Source: an optimization exercise on an open RTL-to-GDS flow (aim: small area). Production flows keep margins and buffers that such runs may drop.
Function was checked by simulation only, so behaviour that the tests miss may differ from the original.
Power is estimated from default activity; no workload was simulated.

Design apb_spi_top, start of the top module:
module apb_spi_top(
    input  wire        i_clk,
    input  wire        i_rst_n,
    input  wire        i_psel,
    input  wire        i_pwrite,
    input  wire        i_penable,
    input  wire [31:0] i_paddr,
    input  wire [31:0] i_pwdata,
    output wire [31:0] o_prdata,
    output wire        o_pready,
    output wire        o_pslverr,
    input  wire        i_MISO,
    output reg         o_MOSI,
    output reg         o_SCLK,
    output wire        o_SS0,
    output wire        o_SS1,
    output wire        o_SS2,
    output wire        o_SS3,
    output wire        o_int
);
    localparam [1:0] ST_IDLE = 2'd0, ST_LOAD = 2'd1, ST_XFER = 2'd2, ST_DONE = 2'd3;
    wire        page = (i_paddr[31:12] == 20'h40002);
    wire [11:0] off  = i_paddr[11:0];
    wire        acc  = i_psel & i_penable & page;
    wire        wr   = acc & i_pwrite;
    wire        rd   = acc & ~i_pwrite;
    wire s_lcr = (off == 12'h000);
    wire s_dlr = (off == 12'h004);
    wire s_ier = (off == 12'h008);
    wire s_tbr = (off == 12'h010);
    wire s_rbr = (off == 12'h014);
    reg  [1:0] state;
    reg  [1:0] gap;
    wire busy = (state != ST_IDLE);
    wire st_load = (state == ST_LOAD);
    wire st_xfer = (state == ST_XFER);
    reg  [5:0] lcr;
    reg  [7:0] dlr;
    reg  [3:0] ier;
    wire wls  = lcr[0];
    wire cpol = lcr[1];
    wire cpha = lcr[2];
    wire cdte = lcr[3];
    reg  [15:0] tring [0:15];
    reg  [15:0] rring [0:15];
    reg  [3:0]  xh, rh;
    reg  [4:0]  xc, rc;
    reg  [15:0] tbr;
    reg  [15:0] rx_sh;
    reg         tx_push, tx_pend, rx_pop, rx_wr, done;
    wire t_empty = (xc == 5'd0);
    wire t_full  = xc[4];
    wire r_empty = (rc == 5'd0);
    wire r_full  = rc[4];
    wire tbr_w   = wr & s_tbr & ~t_full;
  ...
For scale: about 1500 cells after synthesis, ~110 I/O pins, ~21000 µm² of cells after synthesis.
==> flow/config.mk <==
export PLATFORM = sky130hd
export DESIGN_NAME = apb_spi_top
export DESIGN_NICKNAME = apb_spi_top
export VERILOG_FILES = /design/flow/design.v
export SDC_FILE = /design/flow/constraint.sdc
export NUM_CORES = 4
export LEC_CHECK = 0
export CAP_MARGIN = 0
export CORE_MARGIN = 2
export CORE_UTILIZATION = 70
export CTS_BUF_LIST = sky130_fd_sc_hd__clkbuf_4
export CTS_CLUSTER_DIAMETER = 40
export CTS_CLUSTER_SIZE = 10
export PLACE_DENSITY = 0.85
export SLEW_MARGIN = 0
export SYNTH_HIERARCHICAL = 1
export SYNTH_MINIMUM_KEEP_SIZE = 0
==> flow/constraint.sdc <==
create_clock -name core_clock -period 10.0 [get_ports {i_clk}]
set_input_delay 2.0000 -clock core_clock [delete_from_list [all_inputs] [get_ports {i_clk}]]
set_output_delay 2.0000 -clock core_clock [all_outputs]
set_load 0.01 [all_outputs]
standard.sh (not shown) runs the stock make flow with config.mk's settings and CLKGATE_MAP_FILE= SYNTH_SCRIPT=/design/flow/synth_recipe.tcl, a recipe that flattens the netlist after the stock synthesis.
==> flow/flow/run.sh <==
#!/bin/bash
# Standard ORFS layout (the standard.sh) with two changes:
#  - port buffers use the smallest buffer cell instead of the resizer's pick
#  - clock tree synthesis without dummy loads
set -euo pipefail
export BUFFER_PORTS_ARGS="-buffer_cell sky130_fd_sc_hd__buf_1"
export CTS_ARGS="-sink_clustering_enable -repair_clock_nets -dont_use_dummy_load -buf_list sky130_fd_sc_hd__clkbuf_16 -sink_clustering_size 32 -sink_clustering_max_diameter 50"
bash standard.sh > standard.log 2>&1
Edit:
==> flow/flow/run.sh (replaced) <==
#!/bin/bash
# Standard ORFS layout (the standard.sh) with two changes:
#  - port buffers use the smallest buffer cell instead of the resizer's pick
#  - clock tree synthesis without dummy loads
set -euo pipefail
export BUFFER_PORTS_ARGS="-buffer_cell sky130_fd_sc_hd__buf_1"
export CTS_ARGS="-sink_clustering_enable -repair_clock_nets -dont_use_dummy_load -buf_list sky130_fd_sc_hd__clkbuf_4 -sink_clustering_size 10 -sink_clustering_max_diameter 40"
bash standard.sh > standard.log 2>&1
Effect: Die area does not change; synthesized area does not change; sequential share of layout area grows by 1.1 points; final area is lower by 1.8%; sequential power stays flat; hold slack barely changes.
Edit:
==> flow/flow/run.sh (replaced) <==
#!/bin/bash
# Standard ORFS layout (the standard.sh) with two changes:
#  - port buffers use the smallest buffer cell instead of the resizer's pick
#  - clock tree synthesis without dummy loads
set -euo pipefail
export BUFFER_PORTS_ARGS="-buffer_cell sky130_fd_sc_hd__buf_1"
export CTS_ARGS="-sink_clustering_enable -repair_clock_nets -dont_use_dummy_load -buf_list sky130_fd_sc_hd__clkbuf_4 -sink_clustering_size 12 -sink_clustering_max_diameter 30"
bash standard.sh > standard.log 2>&1
Synthesized cell count stays the same; total power climbs by 3.2%; core utilization climbs by 0.57 points; routed wire length barely changes; worst hold slack loses 0.018 ns; cell area climbs by 0.76%; sequential share of layout area drops by 0.46 points.
Edit:
==> flow/flow/run.sh (replaced) <==
#!/bin/bash
# Standard ORFS layout (the standard.sh) with two changes:
#  - port buffers use the smallest buffer cell instead of the resizer's pick
#  - clock tree synthesis without dummy loads
set -euo pipefail
export BUFFER_PORTS_ARGS="-buffer_cell sky130_fd_sc_hd__buf_1"
export CTS_ARGS="-sink_clustering_enable -repair_clock_nets -dont_use_dummy_load -buf_list sky130_fd_sc_hd__clkbuf_8 -sink_clustering_size 20 -sink_clustering_max_diameter 40"
bash standard.sh > standard.log 2>&1
Outcome: Global-route usage is about the same. Worst setup slack got worse by 0.028 ns. Count of clock-buffer cells in the layout is lower by 45. Worst hold slack improved by 0.020 ns.

========
apb_spi_top, a different RTL version from the one above (not shown whole).
Size: roughly 1500 cells after synthesis, about 620 flip-flops, roughly 110 I/O pins, roughly 0.020 mm^2 of cells after synthesis.
Design apb_spi_top, start of the top module:
module apb_spi_top(
    input  wire        i_clk,
    input  wire        i_rst_n,
    input  wire        i_psel,
    input  wire        i_pwrite,
    input  wire        i_penable,
    input  wire [31:0] i_paddr,
    input  wire [31:0] i_pwdata,
    output wire [31:0] o_prdata,
    output wire        o_pready,
    output wire        o_pslverr,
    input  wire        i_MISO,
    output reg         o_MOSI,
    output reg         o_SCLK,
    output wire        o_SS0,
    output wire        o_SS1,
    output wire        o_SS2,
    output wire        o_SS3,
    output wire        o_int
);
clock: 10.0 ns
lec_check: 0
cap_margin: 0
core_margin: 2
core_utilization: 70
cts_buf_list: sky130_fd_sc_hd__clkbuf_4
cts_cluster_diameter: 40
cts_cluster_size: 10
place_density: 0.85
slew_margin: 0
synth_hierarchical: 1
synth_minimum_keep_size: 0
==> flow/flow/run.sh <==
#!/bin/bash
# Standard ORFS layout (the standard.sh) with three changes:
#  - port buffers use the smallest buffer cell instead of the resizer's pick
#  - after global placement, gates with timing slack are downsized
#    (flow/pre_resize.tcl) before the usual repair_design
#  - clock tree synthesis without dummy loads
set -euo pipefail
export BUFFER_PORTS_ARGS="-buffer_cell sky130_fd_sc_hd__buf_1"
export PRE_RESIZE_TCL="$PWD/flow/pre_resize.tcl"
export CTS_ARGS="-sink_clustering_enable -repair_clock_nets -dont_use_dummy_load -buf_list sky130_fd_sc_hd__clkbuf_4 -sink_clustering_size 10 -sink_clustering_max_diameter 40"
bash standard.sh > standard.log 2>&1
==> flow/flow/pre_resize.tcl <==
# Downsize gates off the critical paths before repair_design runs (resize.tcl
# calls repair_design right after this hook, fixing any slew or cap left over).
estimate_parasitics -placement
set_dont_use $::env(DONT_USE_CELLS)
repair_timing -recover_power 100 -verbose
==> next run, changes <==
GPL_TIMING_DRIVEN = 0   (was default)
After rerunning:
- die area stays the same
- via count went up by 2.1%
- count of clock-buffer cells in the layout goes down by 1
- global-route usage went up by 0.31 points
- core utilization rose by 1.0 points
- combinational power is about the same
- area after synthesis does not change
- cell area increases by 1.4%

## afterwards: timing with drivers on the ports
No port has a modelled driver above. Below, the same layouts with a new extraction and two added sets of constraints.
Step 1 assumes that a clkbuf_16 drives the clock port and a buf_2 every other input.
Step 2 also shifts input and output timing later by t, the mid clock arrival at the registers, as if the neighbouring blocks saw the same clock.
Three values: no drivers, after step 1, after step 2; two values: the first two.
run	shift t [ns]	slack for setup (ns)	worst setup path at the end	clock arrival spread, ns	worst slew at a driven data input, ns
the first run of note 1	0.575	3.364 / 3.334 / 3.334	input to output	0.075 / 0.075	0.04
the second run of note 1	0.761	3.407 / 3.376 / 3.376	input to output	0.116 / 0.116	0.04
the third run of note 1	0.774	3.427 / 3.395 / 3.395	input to output	0.117 / 0.117	0.04
the fourth run of note 1	0.629	3.399 / 3.368 / 3.368	input to output	0.093 / 0.093	0.04
the first run of note 2	0.721	3.428 / 3.406 / 3.406	input to output	0.115 / 0.115	0.06
the second run of note 2	0.715	3.246 / 3.225 / 3.225	input to output	0.113 / 0.112	0.04
After both steps every run listed still meets setup and hold. The setup slack of the third run of note 1, which loses most, moves by -0.032 ns with the drivers and by -0.032 ns with both steps.
